This is an optimization exercise on Yosys and OpenROAD, whose aim is small area, a short achievable clock period and few clock cycles per item, not a production implementation.
Where RTL was checked, it was by simulation tests only, not by an equivalence proof against the original.
No activity file was given, so power comes from the tool's default toggle rates.

==> run a: inputs <==
==> flow/design.v <==
`timescale 1ns/10ps
module mpadd32_shift (CLK, RST_N, s_out, a_in, b_in, write, start, ready);
	input CLK, RST_N;
	input [255:0] a_in, b_in;
	input write, start;
	output [256:0] s_out;
	output ready;
	localparam K  = 8;
	localparam NB = 256 / K;
	reg [255:0]  q;
	reg [NB-1:0] g;      
	reg          cout;
	reg          ready;
	assign s_out = {cout, q};
	wire [NB-1:0] p;
	genvar j, i;
	generate
		for (j = 0; j < NB; j = j + 1) begin : blk
			assign p[j] = &q[j*K +: K];
		end
	endgenerate
	localparam L = $clog2(NB);
	wire [NB-1:0] pg [0:L];
	wire [NB-1:0] pp [0:L];
	assign pg[0] = g;
	assign pp[0] = p;
	generate
		for (j = 0; j < L; j = j + 1) begin : lvl
			for (i = 0; i < NB; i = i + 1) begin : node
				if ((i >> j) & 1) begin : comb
					localparam integer S = ((i >> j) << j) - 1;
					assign pg[j+1][i] = pg[j][i] | (pp[j][i] & pg[j][S]);
					assign pp[j+1][i] = pp[j][i] & pp[j][S];
				end else begin : pass
					assign pg[j+1][i] = pg[j][i];
					assign pp[j+1][i] = pp[j][i];
				end
			end
		end
	endgenerate
	wire [NB:0] c = {pg[L], 1'b0} & {(NB+1){start}};
	wire [255:0] t;
	generate
		for (j = 0; j < NB; j = j + 1) begin : inc
			for (i = 0; i < K; i = i + 1) begin : bit_
				if (j == 0) begin : first
					assign t[i] = 1'b0;
				end else if (i == 0) begin : lsb
					assign t[j*K] = c[j];
				end else begin : up
					assign t[j*K+i] = c[j] & (&q[j*K +: i]);
				end
			end
		end
	endgenerate
	wire [255:0]  ws;
	wire [NB-1:0] wg;
	generate
		for (j = 0; j < NB; j = j + 1) begin : add
			assign {wg[j], ws[j*K +: K]} = {1'b0, a_in[j*K +: K]} + {1'b0, b_in[j*K +: K]};
		end
	endgenerate
	always @(posedge CLK) begin
		q    <= write ? ws : q ^ t;
		g    <= write ? wg : (start ? {NB{1'b0}} : g);
		cout <= write ? 1'b0 : cout | c[NB];
		if (~RST_N)
			ready <= 1'b0;
		else
			ready <= start;
	end
endmodule
==> flow/flow/run.sh <==
#!/bin/bash
# The standard layout, with the port buffers made from buf_1 cells
# instead of the default delay buffers.
set -euo pipefail
export BUFFER_PORTS_ARGS="-buffer_cell sky130_fd_sc_hd__buf_1"
bash standard.sh > standard.log 2>&1
==> flow/standard.sh <==
#!/bin/bash
# synth_recipe.tcl (not shown) runs the flow's synth.tcl, then flattens the netlist and writes it again
# the make line also repeats each setting of config.mk as NAME=value (left out here)
make -C /OpenROAD-flow-scripts/flow DESIGN_CONFIG=/design/flow/config.mk WORK_HOME=/design/flow/orfs CLKGATE_MAP_FILE= SYNTH_SCRIPT=/design/flow/synth_recipe.tcl "${@:-finish}"
==> flow/config.mk <==
export PLATFORM = sky130hd
export DESIGN_NAME = mpadd32_shift
export DESIGN_NICKNAME = mpadd32_shift
export VERILOG_FILES = /design/flow/design.v
export SDC_FILE = /design/flow/constraint.sdc
export NUM_CORES = 4
export LEC_CHECK = 0
export CAP_MARGIN = 20
export CORE_MARGIN = 2
export CORE_UTILIZATION = 40
export SLEW_MARGIN = 20
==> flow/constraint.sdc <==
create_clock -name core_clock -period 5.0 [get_ports {CLK}]
set_input_delay 1.0000 -clock core_clock [delete_from_list [all_inputs] [get_ports {CLK}]]
set_output_delay 1.0000 -clock core_clock [all_outputs]
set_load 0.01 [all_outputs]
==> inputs of run b, as changes to run a <==
==> flow/design.v (replaced) <==
`timescale 1ns/10ps
module mpadd32_shift (CLK, RST_N, s_out, a_in, b_in, write, start, ready);
	input CLK, RST_N;
	input [255:0] a_in, b_in;
	input write, start;
	output [256:0] s_out;
	output ready;
	localparam K  = 8;
	localparam NB = 256 / K;
	localparam L  = 5;   
	localparam LW = 2;   
	reg [255:0]  q;
	reg [NB-1:0] g;      
	reg [NB-1:0] p;      
	reg          cout;
	reg          ready;
	assign s_out = {cout, q};
	genvar j, i;
	wire [255:0]  ws;
	wire [NB-1:0] bg;
	wire [NB-1:0] bp;
	generate
		for (j = 0; j < NB; j = j + 1) begin : add
			wire [K-1:0] x = a_in[j*K +: K] ^ b_in[j*K +: K];
			wire [K-1:0] y = a_in[j*K +: K] & b_in[j*K +: K];
			wire [K-1:0] G1, P1, G2, P2, G3, P3;
			for (i = 0; i < K; i = i + 1) begin : l1
				if (i % 2) begin : c1
					assign G1[i] = y[i] | x[i] & y[i-1];
					assign P1[i] = x[i] & x[i-1];
				end else begin : n1
					assign G1[i] = y[i];
					assign P1[i] = x[i];
				end
			end
			for (i = 0; i < K; i = i + 1) begin : l2
				if (i % 4 >= 2) begin : c2
					assign G2[i] = G1[i] | P1[i] & G1[(i/4)*4+1];
					assign P2[i] = P1[i] & P1[(i/4)*4+1];
				end else begin : n2
					assign G2[i] = G1[i];
					assign P2[i] = P1[i];
				end
			end
			for (i = 0; i < K; i = i + 1) begin : l3
				if (i >= 4) begin : c3
					assign G3[i] = G2[i] | P2[i] & G2[3];
					assign P3[i] = P2[i] & P2[3];
				end else begin : n3
					assign G3[i] = G2[i];
					assign P3[i] = P2[i];
				end
			end
			assign ws[j*K +: K] = x ^ {G3[K-2:0], 1'b0};
			assign bg[j] = G3[K-1];
			assign bp[j] = P3[K-1];
		end
	endgenerate
	wire [NB-1:0] pg [0:L];
	wire [NB-1:0] pp [0:L];
	generate
		for (j = 0; j < L; j = j + 1) begin : lvl
			wire [NB-1:0] gi, pi;
			if (j == 0) begin : in0
				assign gi = bg;
				assign pi = bp;
			end else if (j == LW) begin : inr
				assign gi = g;
				assign pi = p;
			end else begin : inl
				assign gi = pg[j];
				assign pi = pp[j];
			end
			for (i = 0; i < NB; i = i + 1) begin : node
				if (i >= (1 << j)) begin : comb
					assign pg[j+1][i] = gi[i] | (pi[i] & gi[i - (1 << j)]);
					assign pp[j+1][i] = pi[i] & pi[i - (1 << j)];
				end else begin : pass
					assign pg[j+1][i] = gi[i];
					assign pp[j+1][i] = pi[i];
				end
			end
		end
	endgenerate
	wire [NB:0] c = {pg[L], 1'b0};
	wire [255:0] t;
	generate
		for (j = 0; j < NB; j = j + 1) begin : inc
			for (i = 0; i < K; i = i + 1) begin : bit_
				if (j == 0) begin : first
					assign t[i] = 1'b0;
				end else if (i == 0) begin : lsb
					assign t[j*K] = c[j];
				end else begin : up
					assign t[j*K+i] = c[j] & (&q[j*K +: i]);
				end
			end
		end
	endgenerate
	always @(posedge CLK) begin
		q    <= write ? ws : q ^ t;
		g    <= write ? pg[LW] : {NB{1'b0}};
		p    <= pp[LW];
		cout <= write ? 1'b0 : cout | c[NB];
		if (~RST_N)
			ready <= 1'b0;
		else
			ready <= start;
	end
endmodule
CTS_CLUSTER_DIAMETER = 100   (was default)
CTS_CLUSTER_SIZE = 20   (was default)
SETUP_SLACK_MARGIN = 2.5   (was default)
==> inputs of run c, as changes to run a <==
==> flow/design.v (replaced) <==
`timescale 1ns/10ps
module mpadd32_shift (CLK, RST_N, s_out, a_in, b_in, write, start, ready);
	input CLK, RST_N;
	input [255:0] a_in, b_in;
	input write, start;
	output [256:0] s_out;
	output ready;
	localparam K  = 8;
	localparam LK = 3;   
	localparam NB = 256 / K;
	localparam L  = 5;   
	localparam LW = 2;   
	reg [255:0]  q;
	reg [NB-1:0] g;      
	reg [NB-1:0] p;      
	reg          cout;
	reg          ready;
	assign s_out = {cout, q};
	genvar j, i, l;
	wire [255:0]  ws;
	wire [NB-1:0] bg;
	wire [NB-1:0] bp;
	generate
		for (j = 0; j < NB; j = j + 1) begin : add
			wire [K-1:0] x = a_in[j*K +: K] ^ b_in[j*K +: K];
			wire [K-1:0] y = a_in[j*K +: K] & b_in[j*K +: K];
			wire [K-1:0] G [0:LK];
			wire [K-1:0] P [0:LK];
			assign G[0] = y;
			assign P[0] = x;
			for (l = 0; l < LK; l = l + 1) begin : lvl
				for (i = 0; i < K; i = i + 1) begin : node
					if (i >= (1 << l)) begin : comb
						assign G[l+1][i] = G[l][i] | P[l][i] & G[l][i - (1 << l)];
						assign P[l+1][i] = P[l][i] & P[l][i - (1 << l)];
					end else begin : pass
						assign G[l+1][i] = G[l][i];
						assign P[l+1][i] = P[l][i];
					end
				end
			end
			assign ws[j*K +: K] = x ^ {G[LK][K-2:0], 1'b0};
			assign bg[j] = G[LK][K-1];
			assign bp[j] = P[LK][K-1];
		end
	endgenerate
	wire [NB-1:0] pg [0:L];
	wire [NB-1:0] pp [0:L];
	assign pg[0] = bg;
	assign pp[0] = bp;
	generate
		for (l = 0; l < L; l = l + 1) begin : lvl
			wire [NB-1:0] gi, pi;
			if (l == LW) begin : inr
				assign gi = g;
				assign pi = p;
			end else begin : inw
				assign gi = pg[l];
				assign pi = pp[l];
			end
			for (i = 0; i < NB; i = i + 1) begin : node
				if (i >= (1 << l)) begin : comb
					assign pg[l+1][i] = gi[i] | (pi[i] & gi[i - (1 << l)]);
					assign pp[l+1][i] = pi[i] & pi[i - (1 << l)];
				end else begin : pass
					assign pg[l+1][i] = gi[i];
					assign pp[l+1][i] = pi[i];
				end
			end
		end
	endgenerate
	wire [NB:0] c = {pg[L], 1'b0};
	wire [255:0] t;
	generate
		for (j = 0; j < NB; j = j + 1) begin : inc
			for (i = 0; i < K; i = i + 1) begin : bit_
				if (j == 0) begin : first
					assign t[i] = 1'b0;
				end else if (i == 0) begin : lsb
					assign t[j*K] = c[j];
				end else begin : up
					assign t[j*K+i] = c[j] & (&q[j*K +: i]);
				end
			end
		end
	endgenerate
	always @(posedge CLK) begin
		q    <= write ? ws : q ^ t;
		g    <= write ? pg[LW] : {NB{1'b0}};
		p    <= pp[LW];
		cout <= write ? 1'b0 : cout | c[NB];
		if (~RST_N)
			ready <= 1'b0;
		else
			ready <= start;
	end
endmodule
CTS_CLUSTER_DIAMETER = 100   (was default)
CTS_CLUSTER_SIZE = 20   (was default)
SETUP_SLACK_MARGIN = 2.7   (was default)
==> inputs of run d, as changes to run a <==
==> flow/design.v (replaced) <==
`timescale 1ns/10ps
module mpadd32_shift (CLK, RST_N, s_out, a_in, b_in, write, start, ready);
	input CLK, RST_N;
	input [255:0] a_in, b_in;
	input write, start;
	output [256:0] s_out;
	output ready;
	localparam K  = 8;
	localparam LK = 3;   
	localparam NB = 256 / K;
	localparam L  = 5;   
	localparam LW = 1;   
	reg [255:0]  q;
	reg [NB-1:0] g;      
	reg [NB-1:0] p;      
	reg          cout;
	reg          ready;
	assign s_out = {cout, q};
	genvar j, i, l;
	wire [255:0]  ws;
	wire [NB-1:0] bg;
	wire [NB-1:0] bp;
	generate
		for (j = 0; j < NB; j = j + 1) begin : add
			wire [K-1:0] x = a_in[j*K +: K] ^ b_in[j*K +: K];
			wire [K-1:0] y = a_in[j*K +: K] & b_in[j*K +: K];
			wire [K-1:0] G [0:LK];
			wire [K-1:0] P [0:LK];
			assign G[0] = y;
			assign P[0] = x;
			for (l = 0; l < LK; l = l + 1) begin : lvl
				for (i = 0; i < K; i = i + 1) begin : node
					if (i >= (1 << l)) begin : comb
						assign G[l+1][i] = G[l][i] | P[l][i] & G[l][i - (1 << l)];
						assign P[l+1][i] = P[l][i] & P[l][i - (1 << l)];
					end else begin : pass
						assign G[l+1][i] = G[l][i];
						assign P[l+1][i] = P[l][i];
					end
				end
			end
			assign ws[j*K +: K] = x ^ {G[LK][K-2:0], 1'b0};
			assign bg[j] = G[LK][K-1];
			assign bp[j] = P[LK][K-1];
		end
	endgenerate
	wire [NB-1:0] pg [0:L];
	wire [NB-1:0] pp [0:L];
	assign pg[0] = bg;
	assign pp[0] = bp;
	generate
		for (l = 0; l < L; l = l + 1) begin : lvl
			wire [NB-1:0] gi, pi;
			if (l == LW) begin : inr
				assign gi = g;
				assign pi = p;
			end else begin : inw
				assign gi = pg[l];
				assign pi = pp[l];
			end
			for (i = 0; i < NB; i = i + 1) begin : node
				if (i >= (1 << l)) begin : comb
					assign pg[l+1][i] = gi[i] | (pi[i] & gi[i - (1 << l)]);
					assign pp[l+1][i] = pi[i] & pi[i - (1 << l)];
				end else begin : pass
					assign pg[l+1][i] = gi[i];
					assign pp[l+1][i] = pi[i];
				end
			end
		end
	endgenerate
	wire [NB:0] c = {pg[L], 1'b0};
	wire [255:0] t;
	generate
		for (j = 0; j < NB; j = j + 1) begin : inc
			for (i = 0; i < K; i = i + 1) begin : bit_
				if (j == 0) begin : first
					assign t[i] = 1'b0;
				end else if (i == 0) begin : lsb
					assign t[j*K] = c[j];
				end else begin : up
					assign t[j*K+i] = c[j] & (&q[j*K +: i]);
				end
			end
		end
	endgenerate
	always @(posedge CLK) begin
		q    <= write ? ws : q ^ t;
		g    <= write ? pg[LW] : {NB{1'b0}};
		p    <= pp[LW];
		cout <= write ? 1'b0 : cout | c[NB];
		if (~RST_N)
			ready <= 1'b0;
		else
			ready <= start;
	end
endmodule
CTS_CLUSTER_DIAMETER = 100   (was default)
CTS_CLUSTER_SIZE = 25   (was default)
SETUP_SLACK_MARGIN = 2.7   (was default)
==> results_dict.tcl <==
set metrics [dict create \
    status "timing/DRC/antenna clean" \
    fin_cells 4130 \
    period_needed_ps 2434 \
    regArea_sq_um 6446 \
]
(the above is from run b)
==> results_dict.tcl <==
set metrics [dict create \
    status "timing/DRC/antenna clean" \
    fin_cells 4184 \
    post_cts_buffers 0 \
    regArea_sq_um 6206 \
    period_needed_ps 3470 \
    pwr-share-comb_pct 32.3 \
    crit_buf_inv 0 \
    antenna_found_initial 4 \
]
(the above is from run a)
==> results_dict.tcl <==
set metrics [dict create \
    fin_cells 4283 \
    worstMarginPinSlew_ps 714.5 \
    ys.flop_type "dfxtp_1" \
    powerComb_mw 3.24 \
    regArea_sq_um 6507 \
    layout.sequential_cells 320 \
    status "timing/DRC/antenna clean" \
    synthCells 2748 \
]
(the above is from run d)
==> results_dict.tcl <==
set metrics [dict create \
    status "timing/DRC/antenna clean" \
    regArea_sq_um 6446 \
    die_y_microns 246.5 \
    leakage_nw 11.21 \
    wl_met2_microns 41440 \
    fin_cells 4268 \
    period_needed_ps 2275 \
    synthSimpleGateAreaFrac_pct 15.87 \
]
(the above is from run c)
Testbench counts of run c, summed over its fixed seeds: cycles 1,032, items 512.
Testbench counts of run d, summed over its fixed seeds: cycles 1,032, items 512.
The RTL of run a and run b was laid out without a check of its function.

==> what the ideal ports hide <==
No port has a modelled driver above. Below, the same layouts with a new extraction and two added sets of constraints. Step 1: set_driving_cell puts a clkbuf_16 on CLK and a buf_2 on each other input, an assumption about the parent block. Step 2 moves the port delays by t, midway between the first and last clock arrival at a register: inputs arrive t later, outputs are due t later. That takes back most of the time a late clock gives input paths. a / b / c = ideal / step 1 / step 2; a / b = the first two.
| run | shift t [ns] | setup WS [ns] | worst setup path at the end | clock arrival spread, ns |
|---|---|---|---|---|
| run a | 0.597 | 1.530 / 1.530 / 1.530 | register to register | 0.018 / 0.019 |
| run b | 0.611 | 2.566 / 2.602 / 1.991 | input to register | 0.022 / 0.023 |
| run c | 0.609 | 2.725 / 2.694 / 2.137 | input to register | 0.017 / 0.017 |
| run d | 0.597 | 2.722 / 2.691 / 2.182 | input to register | 0.027 / 0.027 |
After both steps every run listed still meets setup and hold. For run c, which loses most, drivers alone change the setup slack by -0.031 ns; drivers and shift together by -0.588 ns.
